Source: an optimization exercise on an open RTL-to-GDS flow (aim: small area, a short achievable clock period and few clock cycles per item). Production flows keep margins and buffers that such runs may drop.
Where RTL was checked, it was by simulation tests only, not by an equivalence proof against the original.
No activity file was given, so power comes from the tool's default toggle rates.

==> module SequentialNonrestoringDivider128Bit, before the edit <==
module SequentialNonrestoringDivider128Bit(
    input  [127:0] dividend_q,
    input  [127:0] divisor_m,
    input          clk,
    input          reset_n,
    output [127:0] quotient,
    output [127:0] remainder,
    output         done
    );
    reg [127:0] r;       
    reg [127:0] q;       
    reg [7:0]   cnt;     
    reg         skip;    
    wire [15:0] nz;
    wire [15:0] hi;
    genvar k;
    generate
        for (k = 0; k < 16; k = k + 1) begin : g_nz
            assign nz[k] = |divisor_m[8*k+7:8*k];
        end
        for (k = 0; k < 16; k = k + 1) begin : g_hi
            if (k == 15) begin : g_top
                assign hi[k] = 1'b0;
            end else begin : g_or
                assign hi[k] = |nz[15:k+1];
            end
        end
    endgenerate
    wire [127:0] a  = {r[126:0], q[127]};
    wire [127:0] g0 = a & ~divisor_m;
    wire [127:0] p0 = a | ~divisor_m;
    wire [127:0] x0 = a ^ ~divisor_m;
    wire [127:0] gl [0:7];
    wire [127:0] pl [0:7];
    assign gl[0] = {g0[127:1], g0[0] | p0[0]};   
    assign pl[0] = p0;
    genvar l, i;
    generate
        for (l = 0; l < 7; l = l + 1) begin : g_lvl
            for (i = 0; i < 128; i = i + 1) begin : g_bit
                if ((i >> l) & 1) begin : g_node
                    assign gl[l+1][i] = gl[l][i] | (pl[l][i] & gl[l][((i >> l) << l) - 1]);
                    assign pl[l+1][i] = pl[l][i] & pl[l][((i >> l) << l) - 1];
                end else begin : g_pass
                    assign gl[l+1][i] = gl[l][i];
                    assign pl[l+1][i] = pl[l][i];
                end
            end
        end
    endgenerate
    wire [127:0] diff = x0 ^ {gl[7][126:0], 1'b1};
    wire         qbit = r[127] | gl[7][127];
    always @(posedge clk or negedge reset_n) begin
        if (!reset_n)
            cnt <= 8'd0;
        else if (!cnt[7])
            cnt <= skip ? cnt + 8'd8 : cnt + 8'd1;
    end
    wire         step  = reset_n & ~cnt[7] & ~skip;
    wire         take  = step & qbit;
    wire [127:0] r_alt = step      ? {r[126:0], q[127]} :
                         ~reset_n  ? 128'd0 :
                         cnt[7]    ? r : {r[119:0], q[127:120]};
    wire [127:0] r_nxt = take ? diff : r_alt;
    always @(posedge clk)
        r <= r_nxt;
    always @(posedge clk) begin
        if (!reset_n) begin
            q    <= dividend_q;
            skip <= |divisor_m[127:8];
        end else if (!cnt[7]) begin
            if (skip) begin
                q    <= {q[119:0], 8'd0};
                skip <= hi[cnt[6:3] + 4'd1];
            end else begin
                q    <= {q[126:0], qbit};
                skip <= 1'b0;
            end
        end
    end
    assign done      = cnt[7];
    assign quotient  = q;
    assign remainder = r;
endmodule
Settings: LEC_CHECK=0, CAP_MARGIN=20, CORE_MARGIN=2, CORE_UTILIZATION=60, CTS_BUF_LIST=sky130_fd_sc_hd__clkbuf_8, SETUP_SLACK_MARGIN=2.0, SLEW_MARGIN=20; clock period 5.5 ns.
standard.sh (not shown) runs the stock make flow with config.mk's settings and CLKGATE_MAP_FILE= SYNTH_SCRIPT=/design/flow/synth_recipe.tcl, a recipe that flattens the netlist after the stock synthesis.
==> flow/flow/run.sh <==
#!/bin/bash
# The standard layout, except that the input and output ports are buffered with
# buf_1 cells (resizable later) instead of the delay buffer buffer_ports picks.
set -euo pipefail
export BUFFER_PORTS_ARGS="-buffer_cell sky130_fd_sc_hd__buf_1"
bash standard.sh > standard_flow.log 2>&1
Testbench counts at the start, summed over its fixed seeds: cycles 29,684, items 384.
Change:
--- a/flow/design.v
+++ b/flow/design.v
@@ -31,11 +31,11 @@
     wire [127:0] g0 = a & ~divisor_m;
     wire [127:0] p0 = a | ~divisor_m;
     wire [127:0] x0 = a ^ ~divisor_m;
     wire [127:0] gl [0:7];
     wire [127:0] pl [0:7];
-    assign gl[0] = {g0[127:1], g0[0] | p0[0]};   
+    assign gl[0] = {g0[127:1], a[0] | ~divisor_m[0]};      
     assign pl[0] = p0;
     genvar l, i;
     generate
         for (l = 0; l < 7; l = l + 1) begin : g_lvl
             for (i = 0; i < 128; i = i + 1) begin : g_bit
@@ -47,23 +47,25 @@
                     assign pl[l+1][i] = pl[l][i];
                 end
             end
         end
     endgenerate
-    wire [127:0] diff = x0 ^ {gl[7][126:0], 1'b1};
+    wire [127:0] diff = {x0[127:1] ^ gl[7][126:0], a[0] ^ divisor_m[0]};
     wire         qbit = r[127] | gl[7][127];
     always @(posedge clk or negedge reset_n) begin
         if (!reset_n)
             cnt <= 8'd0;
         else if (!cnt[7])
             cnt <= skip ? cnt + 8'd8 : cnt + 8'd1;
     end
     wire         step  = reset_n & ~cnt[7] & ~skip;
+    wire         shift = reset_n & ~cnt[7] & skip;
+    wire         hold  = reset_n & cnt[7];
     wire         take  = step & qbit;
-    wire [127:0] r_alt = step      ? {r[126:0], q[127]} :
-                         ~reset_n  ? 128'd0 :
-                         cnt[7]    ? r : {r[119:0], q[127:120]};
+    wire [127:0] r_alt = ({128{step}}  & {r[126:0], q[127]}) |
+                         ({128{shift}} & {r[119:0], q[127:120]}) |
+                         ({128{hold}}  & r);
     wire [127:0] r_nxt = take ? diff : r_alt;
     always @(posedge clk)
         r <= r_nxt;
     always @(posedge clk) begin
         if (!reset_n) begin
Design area goes up by 1.2%.
Via count falls by 0.44%.
Hold slack gains 3.9 ps.
Routed wire length goes down by 3.9%.
Cell count came out higher by about 5%.
Critical path depth drops by 1.
Non-clock buffer count rose by 2.
Testbench counts after the change, summed over its fixed seeds: cycles 29,684, items 384.


Another version of the RTL of SequentialNonrestoringDivider128Bit (not shown whole).
Size: roughly 2600 cells after synthesis, about 520 I/O pins.
==> module SequentialNonrestoringDivider128Bit, before the edit <==
module SequentialNonrestoringDivider128Bit(
    input  [127:0] dividend_q,
    input  [127:0] divisor_m,
    input          clk,
    input          reset_n,
    output [127:0] quotient,
    output [127:0] remainder,
    output         done
    );
    reg [127:0] r;       
    reg [127:0] q;       
    reg [7:0]   cnt;     
    reg         skip;    
    reg [127:0] d;       
    wire [15:0] nz;
    wire [15:0] hi;
    genvar k;
    generate
        for (k = 0; k < 16; k = k + 1) begin : g_nz
            assign nz[k] = |d[8*k+7:8*k];
        end
        for (k = 0; k < 16; k = k + 1) begin : g_hi
            if (k == 15) begin : g_top
                assign hi[k] = 1'b0;
            end else begin : g_or
                assign hi[k] = |nz[15:k+1];
            end
        end
    endgenerate
    wire [127:0] a  = {r[126:0], q[127]};
    wire [127:0] g0 = a & ~d;
    wire [127:0] p0 = a | ~d;
    wire [127:0] x0 = a ^ ~d;
    wire [127:0] gl [0:7];
    wire [127:0] pl [0:7];
    assign gl[0] = {g0[127:1], g0[0] | p0[0]};   
    assign pl[0] = p0;
    genvar l, i;
    generate
        for (l = 0; l < 7; l = l + 1) begin : g_lvl
            for (i = 0; i < 128; i = i + 1) begin : g_bit
                if ((i >> l) & 1) begin : g_node
                    assign gl[l+1][i] = gl[l][i] | (pl[l][i] & gl[l][((i >> l) << l) - 1]);
                    assign pl[l+1][i] = pl[l][i] & pl[l][((i >> l) << l) - 1];
                end else begin : g_pass
                    assign gl[l+1][i] = gl[l][i];
                    assign pl[l+1][i] = pl[l][i];
                end
            end
        end
    endgenerate
    wire [127:0] diff = x0 ^ {gl[7][126:0], 1'b1};
    wire         qbit = r[127] | gl[7][127];
    always @(posedge clk or negedge reset_n) begin
        if (!reset_n)
            cnt <= 8'd0;
        else if (!cnt[7])
            cnt <= skip ? cnt + 8'd8 : cnt + 8'd1;
    end
    always @(posedge clk)
        d <= divisor_m;
    wire         step  = reset_n & ~cnt[7] & ~skip;
    wire         take  = step & qbit;
    wire [127:0] r_alt = step      ? {r[126:0], q[127]} :
                         ~reset_n  ? 128'd0 :
                         cnt[7]    ? r : {r[119:0], q[127:120]};
    wire [127:0] r_nxt = take ? diff : r_alt;
    always @(posedge clk)
        r <= r_nxt;
    always @(posedge clk) begin
        if (!reset_n) begin
            q    <= dividend_q;
            skip <= |divisor_m[127:8];
        end else if (!cnt[7]) begin
            if (skip) begin
                q    <= {q[119:0], 8'd0};
                skip <= hi[cnt[6:3] + 4'd1];
            end else begin
                q    <= {q[126:0], qbit};
                skip <= 1'b0;
            end
        end
    end
    assign done      = cnt[7];
    assign quotient  = q;
    assign remainder = r;
endmodule
clock: 5.5 ns
lec_check: 0
abc_clock_period_in_ps: 2500
cap_margin: 20
core_margin: 2
core_utilization: 40
setup_slack_margin: 2.0
slew_margin: 20
Scripts as last shown in full above: flow/flow/run.sh
The starting point completed without violations.
Next try:
--- a/flow/design.v
+++ b/flow/design.v
@@ -9,32 +9,31 @@
     output         done
     );
     reg [127:0] r;       
     reg [127:0] q;       
     reg [7:0]   cnt;     
     reg         skip;    
-    reg [127:0] d;       
     wire [15:0] nz;
     wire [15:0] hi;
     genvar k;
     generate
         for (k = 0; k < 16; k = k + 1) begin : g_nz
-            assign nz[k] = |d[8*k+7:8*k];
+            assign nz[k] = |divisor_m[8*k+7:8*k];
         end
         for (k = 0; k < 16; k = k + 1) begin : g_hi
             if (k == 15) begin : g_top
                 assign hi[k] = 1'b0;
             end else begin : g_or
                 assign hi[k] = |nz[15:k+1];
             end
         end
     endgenerate
     wire [127:0] a  = {r[126:0], q[127]};
-    wire [127:0] g0 = a & ~d;
-    wire [127:0] p0 = a | ~d;
-    wire [127:0] x0 = a ^ ~d;
+    wire [127:0] g0 = a & ~divisor_m;
+    wire [127:0] p0 = a | ~divisor_m;
+    wire [127:0] x0 = a ^ ~divisor_m;
     wire [127:0] gl [0:7];
     wire [127:0] pl [0:7];
     assign gl[0] = {g0[127:1], g0[0] | p0[0]};   
     assign pl[0] = p0;
     genvar l, i;
     generate
@@ -55,14 +54,12 @@
     always @(posedge clk or negedge reset_n) begin
         if (!reset_n)
             cnt <= 8'd0;
         else if (!cnt[7])
             cnt <= skip ? cnt + 8'd8 : cnt + 8'd1;
     end
-    always @(posedge clk)
-        d <= divisor_m;
     wire         step  = reset_n & ~cnt[7] & ~skip;
     wire         take  = step & qbit;
     wire [127:0] r_alt = step      ? {r[126:0], q[127]} :
                          ~reset_n  ? 128'd0 :
                          cnt[7]    ? r : {r[119:0], q[127:120]};
     wire [127:0] r_nxt = take ? diff : r_alt;
Area after synthesis went down by 11%.
Final area goes down by 16%.
Power decreases by 24%.
Register-to-register slack is worse by 0.29 ns.
Fmax is lower by 8.4%.
Final cell count fell by 9.0%.
Sequential power goes down by 19%.
Testbench counts after the change, summed over its fixed seeds: cycles 29,684, items 384.
For the first run of this note, only the layout was checked, not whether the RTL still works.


The RTL this note starts from:
==> flow/design.v <==
`timescale 1ns / 1ps
module SequentialNonrestoringDivider128Bit(
    input  [127:0] dividend_q,
    input  [127:0] divisor_m,
    input          clk,
    input          reset_n,
    output [127:0] quotient,
    output [127:0] remainder,
    output         done
    );
    reg [127:0] r;       
    reg [127:0] q;       
    reg [7:0]   cnt;     
    reg         s16;     
    reg         s4;      
    wire [39:0] h4;
    genvar k;
    generate
        for (k = 0; k < 40; k = k + 1) begin : g_h4
            if (k >= 32) begin : g_top
                assign h4[k] = 1'b0;
            end else begin : g_or
                assign h4[k] = |divisor_m[127:4*k];
            end
        end
    endgenerate
    wire [4:0] t_nxt = cnt[6:2] + (s16 ? 5'd4 : 5'd1);
    wire [127:0] a  = {r[126:0], q[127]};
    wire [127:0] g0 = a & ~divisor_m;
    wire [127:0] p0 = a | ~divisor_m;
    wire [127:0] x0 = a ^ ~divisor_m;
    wire [127:0] gl [0:7];
    wire [127:0] pl [0:7];
    assign gl[0] = {g0[127:1], g0[0] | p0[0]};   
    assign pl[0] = p0;
    genvar l, i;
    generate
        for (l = 0; l < 7; l = l + 1) begin : g_lvl
            for (i = 0; i < 128; i = i + 1) begin : g_bit
                if ((i >> l) & 1) begin : g_node
                    assign gl[l+1][i] = gl[l][i] | (pl[l][i] & gl[l][((i >> l) << l) - 1]);
                    assign pl[l+1][i] = pl[l][i] & pl[l][((i >> l) << l) - 1];
                end else begin : g_pass
                    assign gl[l+1][i] = gl[l][i];
                    assign pl[l+1][i] = pl[l][i];
                end
            end
        end
    endgenerate
    wire [127:0] diff = x0 ^ {gl[7][126:0], 1'b1};
    wire         qbit = r[127] | gl[7][127];
    always @(posedge clk or negedge reset_n) begin
        if (!reset_n)
            cnt <= 8'd0;
        else if (!cnt[7])
            cnt <= s16 ? cnt + 8'd16 : s4 ? cnt + 8'd4 : cnt + 8'd1;
    end
    wire         step  = reset_n & ~cnt[7] & ~s16 & ~s4;
    wire         take  = step & qbit;
    wire [127:0] r_alt = step      ? {r[126:0], q[127]} :
                         ~reset_n  ? 128'd0 :
                         cnt[7]    ? r :
                         s16       ? {r[111:0], q[127:112]} : {r[123:0], q[127:124]};
    wire [127:0] r_nxt = take ? diff : r_alt;
    always @(posedge clk)
        r <= r_nxt;
    always @(posedge clk) begin
        if (!reset_n) begin
            q   <= dividend_q;
            s16 <= |divisor_m[127:16];
            s4  <= |divisor_m[127:4];
        end else if (!cnt[7]) begin
            if (s16 | s4) begin
                q   <= s16 ? {q[111:0], 16'd0} : {q[123:0], 4'd0};
                s16 <= h4[t_nxt + 6'd4];
                s4  <= h4[t_nxt + 6'd1];
            end else begin
                q   <= {q[126:0], qbit};
                s16 <= 1'b0;
                s4  <= 1'b0;
            end
        end
    end
    assign done      = cnt[7];
    assign quotient  = q;
    assign remainder = r;
endmodule
export LEC_CHECK = 0
export CAP_MARGIN = 20
export CORE_MARGIN = 2
export CORE_UTILIZATION = 60
export CTS_BUF_LIST = sky130_fd_sc_hd__clkbuf_8
export SETUP_SLACK_MARGIN = 2.0
export SLEW_MARGIN = 20
create_clock -name core_clock -period 5.5 [get_ports {clk}]
Scripts as last shown in full above: flow/flow/run.sh
Then changed:
==> flow/design.v (replaced) <==
`timescale 1ns / 1ps
module SequentialNonrestoringDivider128Bit(
    input  [127:0] dividend_q,
    input  [127:0] divisor_m,
    input          clk,
    input          reset_n,
    output [127:0] quotient,
    output [127:0] remainder,
    output         done
    );
    reg [127:0] r;       
    reg [127:0] q;       
    reg [7:0]   cnt;     
    reg         skip;    
    reg [127:0] d;       
    wire [15:0] nz;
    wire [15:0] hi;
    genvar k;
    generate
        for (k = 0; k < 16; k = k + 1) begin : g_nz
            assign nz[k] = |d[8*k+7:8*k];
        end
        for (k = 0; k < 16; k = k + 1) begin : g_hi
            if (k == 15) begin : g_top
                assign hi[k] = 1'b0;
            end else begin : g_or
                assign hi[k] = |nz[15:k+1];
            end
        end
    endgenerate
    wire [127:0] a  = {r[126:0], q[127]};
    wire [127:0] g0 = a & ~d;
    wire [127:0] p0 = a | ~d;
    wire [127:0] x0 = a ^ ~d;
    wire [127:0] gl [0:7];
    wire [127:0] pl [0:7];
    assign gl[0] = {g0[127:1], g0[0] | p0[0]};   
    assign pl[0] = p0;
    genvar l, i;
    generate
        for (l = 0; l < 7; l = l + 1) begin : g_lvl
            for (i = 0; i < 128; i = i + 1) begin : g_bit
                if ((i >> l) & 1) begin : g_node
                    assign gl[l+1][i] = gl[l][i] | (pl[l][i] & gl[l][((i >> l) << l) - 1]);
                    assign pl[l+1][i] = pl[l][i] & pl[l][((i >> l) << l) - 1];
                end else begin : g_pass
                    assign gl[l+1][i] = gl[l][i];
                    assign pl[l+1][i] = pl[l][i];
                end
            end
        end
    endgenerate
    wire [127:0] diff = x0 ^ {gl[7][126:0], 1'b1};
    wire         qbit = r[127] | gl[7][127];
    always @(posedge clk or negedge reset_n) begin
        if (!reset_n)
            cnt <= 8'd0;
        else if (!cnt[7])
            cnt <= skip ? cnt + 8'd8 : cnt + 8'd1;
    end
    always @(posedge clk)
        d <= divisor_m;
    wire         step  = reset_n & ~cnt[7] & ~skip;
    wire         take  = step & qbit;
    wire [127:0] r_alt = step      ? {r[126:0], q[127]} :
                         ~reset_n  ? 128'd0 :
                         cnt[7]    ? r : {r[119:0], q[127:120]};
    wire [127:0] r_nxt = take ? diff : r_alt;
    always @(posedge clk)
        r <= r_nxt;
    always @(posedge clk) begin
        if (!reset_n) begin
            q    <= dividend_q;
            skip <= |divisor_m[127:8];
        end else if (!cnt[7]) begin
            if (skip) begin
                q    <= {q[119:0], 8'd0};
                skip <= hi[cnt[6:3] + 4'd1];
            end else begin
                q    <= {q[126:0], qbit};
                skip <= 1'b0;
            end
        end
    end
    assign done      = cnt[7];
    assign quotient  = q;
    assign remainder = r;
endmodule
The changed run passed the timing, DRC and antenna checks.
Wire length fell by 8.0%.
Power rose by 50%.
First-iteration DRC count fell by 9.9%.
Utilization rose by 2.5 points.
Clock power rose by 37%.
Sequential share of layout area rose by 7.6 points.
Via count fell by 9.3%.
Die area fell by 2.7%.
Count of clock-buffer cells in the layout rose by 29.
Worst hold slack gets worse by 0.043 ns.
Final cell count fell by 6.1%.
Critical path depth rose by 6.
Fmax fell by 1.2%.
No run of this note included a check of the RTL's function; only the layout flow was run.

-- separate check: timing with driven ports --
No port has a modelled driver above. Below, the same layouts with a new extraction and two added sets of constraints. Step 1: set_driving_cell puts a clkbuf_16 on clk and a buf_2 on each other input, an assumption about the parent block. Step 2 also shifts input and output timing later by t, the mid clock arrival at the registers, as if the neighbouring blocks saw the same clock. Slacks: no drivers / after step 1 / after step 2; pairs: no drivers / after step 1.
run	t (ns)	setup slack, ns	slew at the worst register clock pin (ns)	cell pins on the clock port's net
the first run of note 1	0.702	1.246 / 1.271 / 0.569	0.07 / 0.07	1
the second run of note 1	0.702	1.620 / 1.608 / 0.906	0.07 / 0.07	1
the first run of note 2	0.645	1.479 / 1.479 / 1.479	0.07 / 0.07	1
the second run of note 2	0.619	1.110 / 1.145 / 0.526	0.07 / 0.07	1
the first run of note 3	0.740	1.459 / 1.459 / 0.832	0.07 / 0.07	1
the second run of note 3	0.720	1.410 / 1.410 / 1.410	0.07 / 0.07	1
After both steps every run listed still meets setup and hold. For the second run of note 1, which loses most, drivers alone change the setup slack by -0.012 ns; drivers and shift together by -0.714 ns.
